Source: an optimization exercise on an open RTL-to-GDS flow (aim: small area). Production flows keep margins and buffers that such runs may drop.
RTL that was checked went through simulation tests only; none was proved equivalent to the original.
The clock port is modelled as an ideal driver, which makes a skipped or thinned clock tree look cheaper than it is; a real chip needs a root buffer or a tree.
Power is estimated from default activity; no workload was simulated.

==> job 5991: inputs <==
==> flow/design.v (excerpt) <==
module Simon(
    output [3:0]    an,
    output [6:0]    seg,
    output [15:0]   led,
    input  [3:0]    sw,
    input           clk,
    input           btnR,      
    input           btnL,      
    input           btnC       
    );
==> module Simon, before the edit <==
module Simon(
    output [3:0]    an,
    output [6:0]    seg,
    output [15:0]   led,
    input  [3:0]    sw,
    input           clk,
    input           btnR,      
    input           btnL,      
    input           btnC       
    );
localparam N = 11;      
localparam LW = N - 3;  
wire        rst = ~sw[3];
reg  [1:0]  state;
reg  [2:0]  round;
reg  [2:0]  count;
reg  [7:0]  ran_bits;    
reg  [7:0]  bits;        
reg  [N-1:0] A;
reg  [N-1:0] B;
reg         P1, P2;      
reg         R1, R2;      
reg         dl;          
reg         dlR;         
reg         dbL, dbR;    
reg         X;           
wire s0 = (state == 2'd0);
wire s1 = (state == 2'd1);
wire s2 = (state == 2'd2);
wire s3 = (state == 2'd3);
wire center_pressed = dl  & ~X;
wire left_pressed   = dl  & ~dbL;
wire right_pressed  = dlR & ~dbR;
wire b          = bits[count];
wire wrong      = (right_pressed & ~b) | (left_pressed & b);
wire any        = right_pressed | left_pressed;
wire last       = (count == round);
wire [LW-1:0] lo = A[LW-1:0];
wire lo_zero = ~|lo;
wire lo_last = lo[LW-1] & ~|lo[LW-2:0];       
wire lo_fb;
generate
    if (LW == 8)      assign lo_fb = lo[7] ^ lo[5] ^ lo[4] ^ lo[3] ^ ~|lo[6:0];
    else if (LW == 3) assign lo_fb = lo[2] ^ lo[1] ^ ~|lo[1:0];
    else if (LW == 2) assign lo_fb = lo[1] ^ lo[0] ^ ~lo[0];
    else              assign lo_fb = ~lo[0];
endgenerate
wire [LW-1:0] lo_next;
generate
    if (LW > 1) assign lo_next = {lo[LW-2:0], lo_fb};
    else        assign lo_next = lo_fb;
endgenerate
wire [2:0] hi = A[N-1:N-3];
wire a_ones     = lo_last & (&hi);
wire a_zero     = lo_zero & ~|hi;
wire [3:0] top  = B[3:0];
wire flash_done = a_zero & (top == {1'b0, round} + 4'd1);
wire msg_blank  = a_ones & (&top[2:0]);
wire msg_end    = msg_blank & ~top[3];
reg  [1:0]  nstate;
always @* begin
    nstate = state;
    case (state)
        2'd0: if (center_pressed) nstate = 2'd1;
        2'd1: if (flash_done)     nstate = 2'd2;
        2'd2: if (wrong)          nstate = 2'd3;
              else if (any && last) nstate = (round == 3'd7) ? 2'd3 : 2'd1;
        default: if (msg_end)     nstate = 2'd0;
    endcase
end
wire trans = (nstate != state);
wire a_clr = ~state[0] & (P1 ^ P2);
wire b_clr = ~state[0] & (R1 ^ R2);
wire [2:0] hi_inc = hi + {2'd0, lo_last};
wire [2:0] hi_next = {hi_inc[2] | (hi[2] & ~state[0]), hi_inc[1:0]};
wire b_cin = ~state[0] | a_ones;
wire [N-1:0] b_inc = B + {{(N-1){1'b0}}, b_cin};
wire [N-1:0] b_next = {b_inc[N-1] | B[N-1], b_inc[N-2:0]};
wire a_almost = lo_last & hi[1] & hi[0];           
wire l_upd = A[N-1] | (trans & a_almost & ~(P1 ^ P2));
wire r_upd = B[N-1] | (trans & (&B[N-2:0]) & ~(R1 ^ R2));
always @(posedge clk) begin
    if (rst) begin
        state    <= 2'd0;
        round    <= 3'd0;
        count    <= 3'd0;
        ran_bits <= 8'd0;
        bits     <= 8'd0;
        A        <= {N{1'b0}};
        B        <= {N{1'b0}};
        P1       <= 1'b0;
        P2       <= 1'b0;
        R1       <= 1'b0;
        R2       <= 1'b0;
        dl       <= 1'b0;
        dlR      <= 1'b0;
        dbL      <= 1'b0;
        dbR      <= 1'b0;
        X        <= 1'b0;
    end else begin
        state    <= nstate;
        ran_bits <= ran_bits + 8'd1;
        if (s0 && !center_pressed)
            bits <= ran_bits;
        case (state)
            2'd0: begin round <= 3'd0; count <= 3'd0; end
            2'd1: count <= 3'd0;
            2'd2: if (!wrong && any) begin
                      if (!last)               count <= count + 3'd1;
                      else if (round != 3'd7)  round <= round + 3'd1;
                  end
            default: ;
        endcase
        if (trans) begin
            A <= {{(N-LW){~state[0]}}, ~state[0], {(LW-1){1'b0}}};
            B <= {{(N-4){1'b0}}, {4{~state[0]}}};
        end else begin
            A <= a_clr ? {N{1'b0}} : {hi_next, lo_next};
            B <= b_clr ? {N{1'b0}} : b_next;
        end
        P1  <= s0 ? btnC : (s2 & btnL);
        P2  <= ~state[0] & P1;
        R1  <= s2 & btnR;
        R2  <= s2 & R1;
        dl  <= s0 ? X : (s2 & dbL);
        dlR <= s2 & dbR;
        if (s2 && l_upd) dbL <= P2;
        if (s2 && r_upd) dbR <= R2;
        case (state)
            2'd0: if (A[N-1]) X <= P2;
            2'd1: ;
            2'd2: X <= ~wrong;
            default: if (msg_end) X <= 1'b0;
        endcase
    end
end
wire lit = s1 & ~top[3] & A[N-1];
wire fb  = bits[top[2:0]];
wire [1:0] led_flash = lit ? {~fb, fb} : 2'b00;
wire show = s3 & ~msg_blank;
reg  [3:0] an_d;
reg  [6:0] seg_d;
always @* begin
    case (A[N-2:N-3])
        2'b00: begin an_d = 4'b0111; seg_d = X ? 7'b0011001 : 7'b1000111; end
        2'b01: begin an_d = 4'b1011; seg_d = X ? 7'b0000110 : 7'b1000000; end
        2'b10: begin an_d = 4'b1101; seg_d = X ? 7'b0001000 : 7'b0010010; end
        default: begin an_d = 4'b1110; seg_d = X ? 7'b0001001 : 7'b0000110; end
    endcase
end
assign an  = show ? an_d  : 4'b1111;
assign seg = show ? seg_d : 7'b1111111;
assign led[15:8] = sw[0] ? bits : 8'd0;
assign led[7:6]  = sw[1] ? state : 2'd0;
assign led[5:4]  = led_flash;
assign led[3]    = 1'b0;
assign led[2:0]  = sw[2] ? round : count;
endmodule
Settings: LEC_CHECK=0, CAP_MARGIN=20, CORE_MARGIN=2, CORE_UTILIZATION=40, SLEW_MARGIN=20; clock period 10.0 ns.
standard.sh (not shown) runs the stock make flow with config.mk's settings and CLKGATE_MAP_FILE= SYNTH_SCRIPT=/design/flow/synth_recipe.tcl, a recipe that flattens the netlist after the stock synthesis.
==> flow/flow/run.sh <==
#!/bin/bash
# The standard layout with these changes:
#  - after the standard synthesis, the combinational logic between the
#    flip-flops is re-mapped for area with Yosys/ABC (deepsyn, dch, amap),
#    trying a few random seeds and keeping the smallest netlist; the
#    flip-flops are untouched (see remap.ys);
#  - port buffers use the smallest buffer cell (every port still gets one);
set -euo pipefail
W=$(pwd)
P=$FLOW_PLATFORM
PD=$FLOW_HOME/platforms/$P
LIB=$(ls $PD/lib/sky130_fd_sc_hd__tt_025C_1v80.lib)
YOSYS=$FLOW_HOME/../tools/install/yosys/bin/yosys
RES=$W/orfs/results/$P/Simon/base

export BUFFER_PORTS_ARGS="-buffer_cell sky130_fd_sc_hd__buf_1"
export CTS_ARGS="-sink_clustering_enable -repair_clock_nets -dont_use_dummy_load"
export POST_CTS_TCL="$W/flow/post_cts.tcl"

# 1. the standard synthesis
bash standard.sh synth > standard_synth.log 2>&1

# 2. re-map the combinational logic
D=$W/remap
mkdir -p $D
python3 $W/flow/split_lib.py $PD/config.mk $LIB $D > $D/split_lib.log 2>&1
cp $RES/1_2_yosys.v $D/1_2_yosys.standard.v
best=""
best_area=""
for seed in 0 1 2 3 4 5; do
  printf 'strash\n&get -n\n&deepsyn -T 10 -S %s\n&put\ndch -f\namap -m -Q 0.1 -F 20 -A 20 -C 5000\ntopo\n' $seed > $D/abc_$seed.script
  sed -e "s#@DIR@#$D#g" -e "s#@TOP@#$FLOW_TOP#g" -e "s#@SEED@#$seed#g" $W/flow/remap.ys > $D/remap_$seed.ys
  if $YOSYS -s $D/remap_$seed.ys > $D/yosys_$seed.log 2>&1; then
    area=$(grep "Chip area" $D/yosys_$seed.log | tail -1 | awk '{print $NF}')
    echo "seed $seed: $area" >> $D/areas.log
    if [[ -z "$best" ]] || awk -v a="$area" -v b="$best_area" 'BEGIN { exit !(a < b) }'; then
      best=$seed
      best_area=$area
    fi
  fi
done
if [[ -n "$best" ]]; then
  echo "using seed $best: $best_area" >> $D/areas.log
  cp $D/remap_$best.v $RES/1_2_yosys.v
fi

# 3. the rest of the standard layout, from the re-mapped netlist
bash standard.sh > standard_flow.log 2>&1
Other scripts of this flow, unchanged in this note and not shown: flow/flow/post_cts.tcl, flow/flow/remap.ys, flow/flow/split_lib.py
==> job 4919: changes against job 5991 <==
--- a/flow/design.v
+++ b/flow/design.v
@@ -88,13 +88,9 @@
         ran_bits <= 8'd0;
         bits     <= 8'd0;
         A        <= {N{1'b0}};
-        B        <= {N{1'b0}};
         P1       <= 1'b0;
         P2       <= 1'b0;
-        R1       <= 1'b0;
-        R2       <= 1'b0;
         dl       <= 1'b0;
-        dlR      <= 1'b0;
         dbL      <= 1'b0;
         dbR      <= 1'b0;
         X        <= 1'b0;
@@ -112,19 +108,13 @@
                   end
             default: ;
         endcase
-        if (trans) begin
+        if (trans)
             A <= {{(N-LW){~state[0]}}, ~state[0], {(LW-1){1'b0}}};
-            B <= {{(N-4){1'b0}}, {4{~state[0]}}};
-        end else begin
+        else
             A <= a_clr ? {N{1'b0}} : {hi_next, lo_next};
-            B <= b_clr ? {N{1'b0}} : b_next;
-        end
         P1  <= s0 ? btnC : (s2 & btnL);
         P2  <= ~state[0] & P1;
-        R1  <= s2 & btnR;
-        R2  <= s2 & R1;
         dl  <= s0 ? X : (s2 & dbL);
-        dlR <= s2 & dbR;
         if (s2 && l_upd) dbL <= P2;
         if (s2 && r_upd) dbR <= R2;
         case (state)
@@ -134,6 +124,15 @@
             default: if (msg_end) X <= 1'b0;
         endcase
     end
+end
+always @(posedge clk) begin
+    if (trans)
+        B <= {{(N-4){1'b0}}, {4{~state[0]}}};
+    else
+        B <= b_clr ? {N{1'b0}} : b_next;
+    R1  <= s2 & btnR;
+    R2  <= s2 & R1;
+    dlR <= s2 & dbR;
 end
 wire lit = s1 & ~top[3] & A[N-1];
 wire fb  = bits[top[2:0]];
==> flow/flow/run.sh (replaced) <==
#!/bin/bash
# The standard layout with these changes:
#  - after the standard synthesis, the combinational logic between the
#    flip-flops is re-mapped for area with Yosys/ABC (deepsyn, dch, amap),
#    trying a few random seeds and keeping the smallest netlist that Yosys
#    proves equivalent to the standard one; the flip-flops are untouched
#    (remap.ys, remap_check.ys);
#  - port buffers use the smallest buffer cell (every port still gets one);
set -euo pipefail
W=$(pwd)
P=$FLOW_PLATFORM
PD=$FLOW_HOME/platforms/$P
LIB=$(ls $PD/lib/sky130_fd_sc_hd__tt_025C_1v80.lib)
YOSYS=$FLOW_HOME/../tools/install/yosys/bin/yosys
RES=$W/orfs/results/$P/Simon/base

export BUFFER_PORTS_ARGS="-buffer_cell sky130_fd_sc_hd__buf_1"
export CTS_ARGS="-sink_clustering_enable -repair_clock_nets -dont_use_dummy_load"
export POST_CTS_TCL="$W/flow/post_cts.tcl"

# 1. the standard synthesis
bash standard.sh synth > standard_synth.log 2>&1

# 2. re-map the combinational logic
D=$W/remap
mkdir -p $D
python3 $W/flow/split_lib.py $PD/config.mk $LIB $D > $D/split_lib.log 2>&1
cp $RES/1_2_yosys.v $D/1_2_yosys.standard.v
remap_seed() {
  local seed=$1
  printf 'strash\n&get -n\n&deepsyn -J 50 -T 60 -S %s\n&put\ndch -f\namap -m -Q 0.1 -F 20 -A 20 -C 5000\ntopo\n' $seed > $D/abc_$seed.script
  for f in remap remap_check; do
    sed -e "s#@DIR@#$D#g" -e "s#@FLOW@#$W/flow#g" -e "s#@TOP@#$FLOW_TOP#g" -e "s#@SEED@#$seed#g" \
      $W/flow/$f.ys > $D/${f}_$seed.ys
  done
  if $YOSYS -s $D/remap_$seed.ys > $D/yosys_$seed.log 2>&1 &&
     $YOSYS -s $D/remap_check_$seed.ys > $D/yosys_check_$seed.log 2>&1; then
    echo "$seed $(grep 'Chip area' $D/yosys_$seed.log | tail -1 | awk '{print $NF}')" > $D/area_$seed.txt
  fi
}
for batch in "0 1 2 3" "4 5 6 7"; do
  for seed in $batch; do remap_seed $seed & done
  wait
done
# keep the smallest netlist that was proved equivalent (else the standard one)
cat $D/area_*.txt > $D/areas.log 2>/dev/null || true
best=$(sort -k2 -g $D/areas.log | head -1 | awk '{print $1}')
if [[ -n "$best" ]]; then
  echo "using seed $best" >> $D/areas.log
  cp $D/remap_$best.v $RES/1_2_yosys.v
fi

# 3. the rest of the standard layout, from the re-mapped netlist
bash standard.sh > standard_flow.log 2>&1
==> flow/flow/dff_model.v (new file) <==
// Behaviour of the platform's flip-flop cell, for the equivalence check of
// the re-mapped netlist against the standard synthesis (remap_check.ys).
module sky130_fd_sc_hd__dfxtp_1 (input CLK, input D, output reg Q);
  always @(posedge CLK) Q <= D;
endmodule
==> flow/flow/remap_check.ys (new file) <==
# Prove the re-mapped netlist equivalent to the standard synthesis: the
# flip-flops are the same instances with the same names in both, so the
# signals are paired by name and each flip-flop input is proved equal.
read_liberty -ignore_miss_func @DIR@/comb.lib
read_verilog @FLOW@/dff_model.v
read_verilog @DIR@/1_2_yosys.standard.v
rename @TOP@ gold
read_verilog @DIR@/remap_@SEED@.v
rename @TOP@ gate
proc
flatten gold gate
rename -hide gold/w:_*
rename -hide gate/w:_*
opt_clean
equiv_make gold gate equiv
hierarchy -top equiv
equiv_simple -seq 2
equiv_induct
equiv_status -assert
==> job 4655: changes against job 5991 <==
--- a/flow/design.v
+++ b/flow/design.v
@@ -32,7 +32,8 @@
 wire center_pressed = dl  & ~X;
 wire left_pressed   = dl  & ~dbL;
 wire right_pressed  = dlR & ~dbR;
-wire b          = bits[count];
+wire [2:0] bidx = state[0] ? B[2:0] : count;
+wire b          = bits[bidx];
 wire wrong      = (right_pressed & ~b) | (left_pressed & b);
 wire any        = right_pressed | left_pressed;
 wire last       = (count == round);
@@ -120,11 +121,11 @@
             B <= b_clr ? {N{1'b0}} : b_next;
         end
         P1  <= s0 ? btnC : (s2 & btnL);
-        P2  <= ~state[0] & P1;
+        P2  <= P1;               
         R1  <= s2 & btnR;
-        R2  <= s2 & R1;
+        R2  <= R1;               
         dl  <= s0 ? X : (s2 & dbL);
-        dlR <= s2 & dbR;
+        dlR <= dbR;              
         if (s2 && l_upd) dbL <= P2;
         if (s2 && r_upd) dbR <= R2;
         case (state)
@@ -136,7 +137,7 @@
     end
 end
 wire lit = s1 & ~top[3] & A[N-1];
-wire fb  = bits[top[2:0]];
+wire fb  = b;
 wire [1:0] led_flash = lit ? {~fb, fb} : 2'b00;
 wire show = s3 & ~msg_blank;
 reg  [3:0] an_d;
==> flow/flow/run.sh (replaced) <==
#!/bin/bash
# The standard layout with these changes:
#  - after the standard synthesis, the combinational logic between the
#    flip-flops is re-mapped for area with Yosys/ABC (deepsyn, dch, amap),
#    trying a few random seeds and keeping the smallest netlist that Yosys
#    proves equivalent to the standard one; the flip-flops are untouched
#    (remap.ys, remap_check.ys);
#  - port buffers use the smallest buffer cell (every port still gets one);
set -euo pipefail
W=$(pwd)
P=$FLOW_PLATFORM
PD=$FLOW_HOME/platforms/$P
LIB=$(ls $PD/lib/sky130_fd_sc_hd__tt_025C_1v80.lib)
YOSYS=$FLOW_HOME/../tools/install/yosys/bin/yosys
RES=$W/orfs/results/$P/Simon/base

export BUFFER_PORTS_ARGS="-buffer_cell sky130_fd_sc_hd__buf_1"
export CTS_ARGS="-sink_clustering_enable -repair_clock_nets -dont_use_dummy_load"
export POST_CTS_TCL="$W/flow/post_cts.tcl"

# 1. the standard synthesis
bash standard.sh synth > standard_synth.log 2>&1

# 2. re-map the combinational logic
D=$W/remap
mkdir -p $D
python3 $W/flow/split_lib.py $PD/config.mk $LIB $D > $D/split_lib.log 2>&1
cp $RES/1_2_yosys.v $D/1_2_yosys.standard.v
remap_seed() {
  local seed=$1
  printf 'strash\n&get -n\n&deepsyn -J 50 -T 60 -S %s\n&put\ndch -f\namap -m -Q 0.1 -F 20 -A 20 -C 5000\ntopo\n' $seed > $D/abc_$seed.script
  for f in remap remap_check; do
    sed -e "s#@DIR@#$D#g" -e "s#@FLOW@#$W/flow#g" -e "s#@TOP@#$FLOW_TOP#g" -e "s#@SEED@#$seed#g" \
      $W/flow/$f.ys > $D/${f}_$seed.ys
  done
  if $YOSYS -s $D/remap_$seed.ys > $D/yosys_$seed.log 2>&1 &&
     $YOSYS -s $D/remap_check_$seed.ys > $D/yosys_check_$seed.log 2>&1; then
    echo "$seed $(grep 'Chip area' $D/yosys_$seed.log | tail -1 | awk '{print $NF}')" > $D/area_$seed.txt
  fi
}
for batch in "0 1 2 3" "4 5 6 7"; do
  for seed in $batch; do remap_seed $seed & done
  wait
done
# keep the smallest netlist that was proved equivalent (else the standard one)
cat $D/area_*.txt > $D/areas.log 2>/dev/null || true
best=$(sort -k2 -g $D/areas.log | head -1 | awk '{print $1}')
if [[ -n "$best" ]]; then
  echo "using seed $best" >> $D/areas.log
  cp $D/remap_$best.v $RES/1_2_yosys.v
fi

# 3. the rest of the standard layout, from the re-mapped netlist
bash standard.sh > standard_flow.log 2>&1
==> flow/flow/dff_model.v (new file) <==
// Behaviour of the platform's flip-flop cell, for the equivalence check of
// the re-mapped netlist against the standard synthesis (remap_check.ys).
module sky130_fd_sc_hd__dfxtp_1 (input CLK, input D, output reg Q);
  always @(posedge CLK) Q <= D;
endmodule
==> flow/flow/remap_check.ys (new file) <==
# Prove the re-mapped netlist equivalent to the standard synthesis: the
# flip-flops are the same instances with the same names in both, so the
# signals are paired by name and each flip-flop input is proved equal.
read_liberty -ignore_miss_func @DIR@/comb.lib
read_verilog @FLOW@/dff_model.v
read_verilog @DIR@/1_2_yosys.standard.v
rename @TOP@ gold
read_verilog @DIR@/remap_@SEED@.v
rename @TOP@ gate
proc
flatten gold gate
rename -hide gold/w:_*
rename -hide gate/w:_*
opt_clean
equiv_make gold gate equiv
hierarchy -top equiv
equiv_simple -seq 2
equiv_induct
equiv_status -assert
==> job 2625: changes against job 5991 <==
==> flow/flow/run.sh (replaced) <==
#!/bin/bash
# The standard layout with these changes:
#  - after the standard synthesis, the combinational logic between the
#    flip-flops is re-mapped for area with Yosys/ABC (deepsyn, dch, amap),
#    trying a few random seeds and keeping the smallest netlist that Yosys
#    proves equivalent to the standard one; the flip-flops are untouched
#    (remap.ys, remap_check.ys);
#  - port buffers use the smallest buffer cell (every port still gets one);
set -euo pipefail
W=$(pwd)
P=$FLOW_PLATFORM
PD=$FLOW_HOME/platforms/$P
LIB=$(ls $PD/lib/sky130_fd_sc_hd__tt_025C_1v80.lib)
YOSYS=$FLOW_HOME/../tools/install/yosys/bin/yosys
RES=$W/orfs/results/$P/Simon/base

export BUFFER_PORTS_ARGS="-buffer_cell sky130_fd_sc_hd__buf_1"
export CTS_ARGS="-sink_clustering_enable -repair_clock_nets -dont_use_dummy_load"
export POST_CTS_TCL="$W/flow/post_cts.tcl"

# 1. the standard synthesis
bash standard.sh synth > standard_synth.log 2>&1

# 2. re-map the combinational logic
D=$W/remap
mkdir -p $D
python3 $W/flow/split_lib.py $PD/config.mk $LIB $D > $D/split_lib.log 2>&1
cp $RES/1_2_yosys.v $D/1_2_yosys.standard.v
remap_seed() {
  local seed=$1
  printf 'strash\n&get -n\n&deepsyn -T 10 -S %s\n&put\ndch -f\namap -m -Q 0.1 -F 20 -A 20 -C 5000\ntopo\n' $seed > $D/abc_$seed.script
  for f in remap remap_check; do
    sed -e "s#@DIR@#$D#g" -e "s#@FLOW@#$W/flow#g" -e "s#@TOP@#$FLOW_TOP#g" -e "s#@SEED@#$seed#g" \
      $W/flow/$f.ys > $D/${f}_$seed.ys
  done
  if $YOSYS -s $D/remap_$seed.ys > $D/yosys_$seed.log 2>&1 &&
     $YOSYS -s $D/remap_check_$seed.ys > $D/yosys_check_$seed.log 2>&1; then
    echo "$seed $(grep 'Chip area' $D/yosys_$seed.log | tail -1 | awk '{print $NF}')" > $D/area_$seed.txt
  fi
}
for batch in "0 1 2 3" "4 5 6 7"; do
  for seed in $batch; do remap_seed $seed & done
  wait
done
# keep the smallest netlist that was proved equivalent (else the standard one)
cat $D/area_*.txt > $D/areas.log 2>/dev/null || true
best=$(sort -k2 -g $D/areas.log | head -1 | awk '{print $1}')
if [[ -n "$best" ]]; then
  echo "using seed $best" >> $D/areas.log
  cp $D/remap_$best.v $RES/1_2_yosys.v
fi

# 3. the rest of the standard layout, from the re-mapped netlist
bash standard.sh > standard_flow.log 2>&1
==> flow/flow/dff_model.v (new file) <==
// Behaviour of the platform's flip-flop cell, for the equivalence check of
// the re-mapped netlist against the standard synthesis (remap_check.ys).
module sky130_fd_sc_hd__dfxtp_1 (input CLK, input D, output reg Q);
  always @(posedge CLK) Q <= D;
endmodule
==> flow/flow/remap_check.ys (new file) <==
# Prove the re-mapped netlist equivalent to the standard synthesis: the
# flip-flops are the same instances with the same names in both, so the
# signals are paired by name and each flip-flop input is proved equal.
read_liberty -ignore_miss_func @DIR@/comb.lib
read_verilog @FLOW@/dff_model.v
read_verilog @DIR@/1_2_yosys.standard.v
rename @TOP@ gold
read_verilog @DIR@/remap_@SEED@.v
rename @TOP@ gate
proc
flatten gold gate
rename -hide gold/w:_*
rename -hide gate/w:_*
opt_clean
equiv_make gold gate equiv
hierarchy -top equiv
equiv_simple -seq 2
equiv_induct
equiv_status -assert
==> notes.md <==
| item | job 2625 | job 5991 | job 4919 | job 4655 |
|---|---|---|---|---|
| Slew of the pin with the lowest slew margin | 1.07 ns | 1.07 ns | 1.04 ns | 0.533 ns |
| Worst-case clock skew | 0.0282 ns | 0.0282 ns | 0.00884 ns | 0.0388 ns |
| Overall power of the completed layout | 335 uW | 335 uW | 437 uW | 337 uW |
| Combined area of all synthesized cells | 2430 um^2 | 2430 um^2 | 2450 um^2 | 2430 um^2 |
| Wirelength per Cell | 13.2 um | 13.2 um | 13.2 um | 12.6 um |
| Delay of the slowest cell on the worst path | 0.17 ns | 0.17 ns | 0.17 ns | 0.67 ns |
| Met2 wirelength from detailed routing | 2.49 mm | 2.49 mm | 2.43 mm | 2.44 mm |
| Area of the placeable core | 5890 um^2 | 5890 um^2 | 5920 um^2 | 5890 um^2 |
| Critical-path cell with the highest stage delay | buf_1 | buf_1 | o22ai_1 | dfxtp_1 |
| WP depth | 4 | 4 | 4 | 9 |
| Portion of the layout cell area used by non-clock buffers | 0.0461 | 0.0461 | 0.0457 | 0.0487 |
| Internal power | 261 uW | 261 uW | 308 uW | 262 uW |
| Status | timing/DRC/antenna clean | timing/DRC/antenna clean | timing/DRC/antenna clean | timing/DRC/antenna clean |
| Maximum vdd ir drop | 0.0654 mV | 0.0654 mV | 0.104 mV | 0.0522 mV |
| Per-cell via count in the routed design | 5.32 | 5.32 | 5.44 | 5.27 |
| Worst flop-to-flop path startpoint | A[4] | A[4] | A[3] | state[0] |
| Util after Layout | 0.456 | 0.456 | 0.457 | 0.458 |
| P_comb | 23.9 uW | 23.9 uW | 85.9 uW | 21.3 uW |
| Final layout net count | 366 | 366 | 362 | 366 |
| Area of the multi-input gates | 1070 um^2 | 1070 um^2 | 1120 um^2 | 1100 um^2 |
| Pin count of the biggest net entering global routing | 18 | 18 | 16 | 19 |
| Post-layout minimum cycle time | 4.59 ns | 4.59 ns | 4.61 ns | 5.00 ns |
| Final hold slack | 0.438 ns | 0.438 ns | 0.451 ns | 0.404 ns |
| Placed wire-length estimate | 4.38 mm | 4.38 mm | 4.34 mm | 4.19 mm |
| Number of fill cells in the layout | 608 | 608 | 602 | 621 |
| Tightest slew margin relative to the limit | 0.277 | 0.277 | 0.299 | 0.644 |
No functional check of the RTL was part of job 4919 and job 4655.

[static timing again, ports no longer ideal]
No port has a modelled driver above. Below, the same layouts with a new extraction and two added sets of constraints.
Step 1: set_driving_cell puts a clkbuf_16 on clk and a buf_2 on each other input, an assumption about the parent block.
Step 2 times the ports against the registers' clock, not the clock port: input delays grow and output delays shrink by t, the midpoint of the rising clock arrivals with the driver on.
Three values: no drivers, after step 1, after step 2; two values: the first two.
run	t (ns)	setup slack, ns	clock arrival spread, ns
job 5991	0.188	5.406 / 5.381 / 5.381	0.028 / 0.029
job 4919	0.179	5.386 / 5.358 / 5.361	0.009 / 0.009
job 4655	0.194	5.004 / 4.953 / 5.147	0.039 / 0.038
job 2625	0.188	5.406 / 5.381 / 5.381	0.028 / 0.029
After both steps every run listed still meets setup and hold.
